What follows belongs to an exercise in optimizing a design on an open flow for small area, a short achievable clock period and few clock cycles; a production flow would make more cautious choices.
At most, simulation tests tie the RTL to the original design; equivalence was not proved.
Power is estimated from default activity; no workload was simulated.

== run A ==
## convUnit
module convUnit (
    clk,
    reset,
    image,
    filter,
    result,
    done
);
Settings: LEC_CHECK=0, ABC_AREA=1, CAP_MARGIN=20, CORE_AREA=5 5 235 235, DIE_AREA=0 0 240 240, PLACE_DENSITY=0.7, SLEW_MARGIN=20; clock period 16.0 ns.
standard.sh (not shown) runs the stock make flow with config.mk's settings and CLKGATE_MAP_FILE= SYNTH_SCRIPT=/design/flow/synth_recipe.tcl, a recipe that flattens the netlist after the stock synthesis.
==> flow/flow/run.sh <==
#!/bin/bash
set -euo pipefail
export BUFFER_PORTS_ARGS="-buffer_cell sky130_fd_sc_hd__buf_1"
export SETUP_SLACK_MARGIN="${MARGIN:-$(cat flow/margin.txt)}"
bash standard.sh > standard.log 2>&1
==> flow/flow/margin.txt <==
11
For run B, these inputs were changed with respect to run A:
Settings: DIE_AREA now 0 0 250 250, was 0 0 240 240; CORE_AREA now 5 5 245 245, was 5 5 235 235; PLACE_DENSITY no longer set, was 0.7.
==> run summary <==
- Timing, DRC, antenna: 0 failures across run B and run A
- Run B ended up with sky130_fd_sc_hd__a221oi_1 as its critical path's slowest cell; run A ended up with sky130_fd_sc_hd__a211oi_2.
- Summary of run B over run A: end-of-flow core utilization decreased 3.2 points; fill cell instance count of the final layout increased 8.9%; first-pass GRT wire length decreased about 1.2%; shortest clock period the worst path allows after layout essentially unchanged; worst hold slack decreased 0.011 ns.
[inputs] run C vs run B
Settings: DIE_AREA: 0 0 250 250 -> 0 0 225 225; CORE_AREA: 5 5 245 245 -> 5 5 220 220.
==> comparison <==
- Every run in run C and run B closed cleanly, with the single exception of run C.
- Run status, run C: aborted in I/O pin placement (3_2_place_iop), error PPL-0024
- Compared with run B, run C shows a die height that is 10% lower.
- Diff run B..run C | post-synthesis compound-gate area fraction | unchanged
- Comparing run C against run B, there is no change at all in number of flops mapped to enable cells by yosys.
- Initial core utilization: run C vs run B up 8.3 points
No run of this note included a check of the RTL's function; only the layout flow was run.


convUnit, a different RTL version from the one above (not shown whole).
For scale: ~2,400 cells after synthesis, ~92 flip-flops, ~820 I/O pins, ~18,000 sq um of cells after synthesis.
==> flow/config.mk <==
export PLATFORM = sky130hd
export DESIGN_NAME = convUnit
export DESIGN_NICKNAME = convUnit
export VERILOG_FILES = /design/flow/design.v
export SDC_FILE = /design/flow/constraint.sdc
export NUM_CORES = 4
export LEC_CHECK = 0
export CAP_MARGIN = 20
export CORE_AREA = 5 5 245 245
export DIE_AREA = 0 0 250 250
export SLEW_MARGIN = 20
==> flow/constraint.sdc <==
create_clock -name core_clock -period 16.0 [get_ports {clk}]
set_input_delay 3.2000 -clock core_clock [delete_from_list [all_inputs] [get_ports {clk}]]
set_output_delay 3.2000 -clock core_clock [all_outputs]
set_load 0.01 [all_outputs]
==> flow/flow/margin.txt <==
10.5
Scripts as last shown in full above: flow/flow/run.sh
Testbench counts at the start, summed over its fixed seeds: cycles 10,736.
Change:
==> flow/flow/margin.txt (replaced) <==
0
- ABC_AREA: unset -> 1
Outcome:
- The changed run completed with no timing, DRC or antenna violations
- wire length rose by 1.1%
- worst setup slack got worse by 270 ps
- worst hold slack got worse by 5.5 ps
- non-clock buffer count fell by 87
- cell area fell by 7.5%
- power fell by 0.78%
- area after synthesis rose by 6.3%
- utilization fell by 3.2 points


convUnit again, from the RTL that the note above started with.
Settings: LEC_CHECK=0, ABC_AREA=1, CAP_MARGIN=0, CORE_AREA=5 5 245 245, DIE_AREA=0 0 250 250, SLEW_MARGIN=0; clock period 16.0 ns.
==> flow/flow/margin.txt <==
11
Scripts as last shown in full above: flow/flow/run.sh
The baseline completed without violations.
Testbench counts at the start, summed over its fixed seeds: cycles 10,736.
Then changed:
==> flow/flow/margin.txt (replaced) <==
10
--- a/flow/config.mk
+++ b/flow/config.mk
@@ -9 +9 @@
-export CAP_MARGIN = 0
+export CAP_MARGIN = 20
@@ -12 +12 @@
-export SLEW_MARGIN = 0
+export SLEW_MARGIN = 20
After rerunning:
- count of clock-buffer cells in the layout rose by 3
- hold slack gets worse by 0.026 ns
- die area is unchanged

[port drivers added, routing unchanged]
In the flow no input, the clock included, has a driving cell. The finished layouts below were timed again as built, in two steps. Step 1 sets driving cells, clkbuf_16 on the clock port and buf_2 on the other inputs (assumed; they add their load-dependent delay and slew). Step 2 times the ports against the registers' clock, not the clock port: input delays grow and output delays shrink by t, the midpoint of the rising clock arrivals with the driver on. Slacks: no drivers / after step 1 / after step 2; pairs: no drivers / after step 1.
run | t (ns) | slack for setup (ns) | worst setup path at the end | latest minus earliest clock arrival (ns) | slew at the worst register clock pin (ns)
run A | 0.458 | 10.935 / 10.883 / 10.425 | input to register | 0.021 / 0.020 | 0.09 / 0.09
run B | 0.465 | 10.933 / 10.971 / 10.506 | input to register | 0.016 / 0.016 | 0.09 / 0.09
the first run of note 2 | 0.446 | 10.338 / 10.351 / 9.905 | input to register | 0.016 / 0.016 | 0.07 / 0.07
the second run of note 2 | 0.451 | 10.065 / 10.065 / 10.065 | register to register | 0.017 / 0.016 | 0.08 / 0.08
the first run of note 3 | 0.444 | 10.958 / 10.995 / 10.551 | input to register | 0.023 / 0.023 | 0.10 / 0.10
the second run of note 3 | 0.451 | 10.378 / 10.378 / 10.330 | input to register | 0.017 / 0.016 | 0.08 / 0.08
After both steps setup and hold are still met in every run listed. The setup slack of run A, which loses most, moves by -0.052 ns with the drivers and by -0.510 ns with both steps.
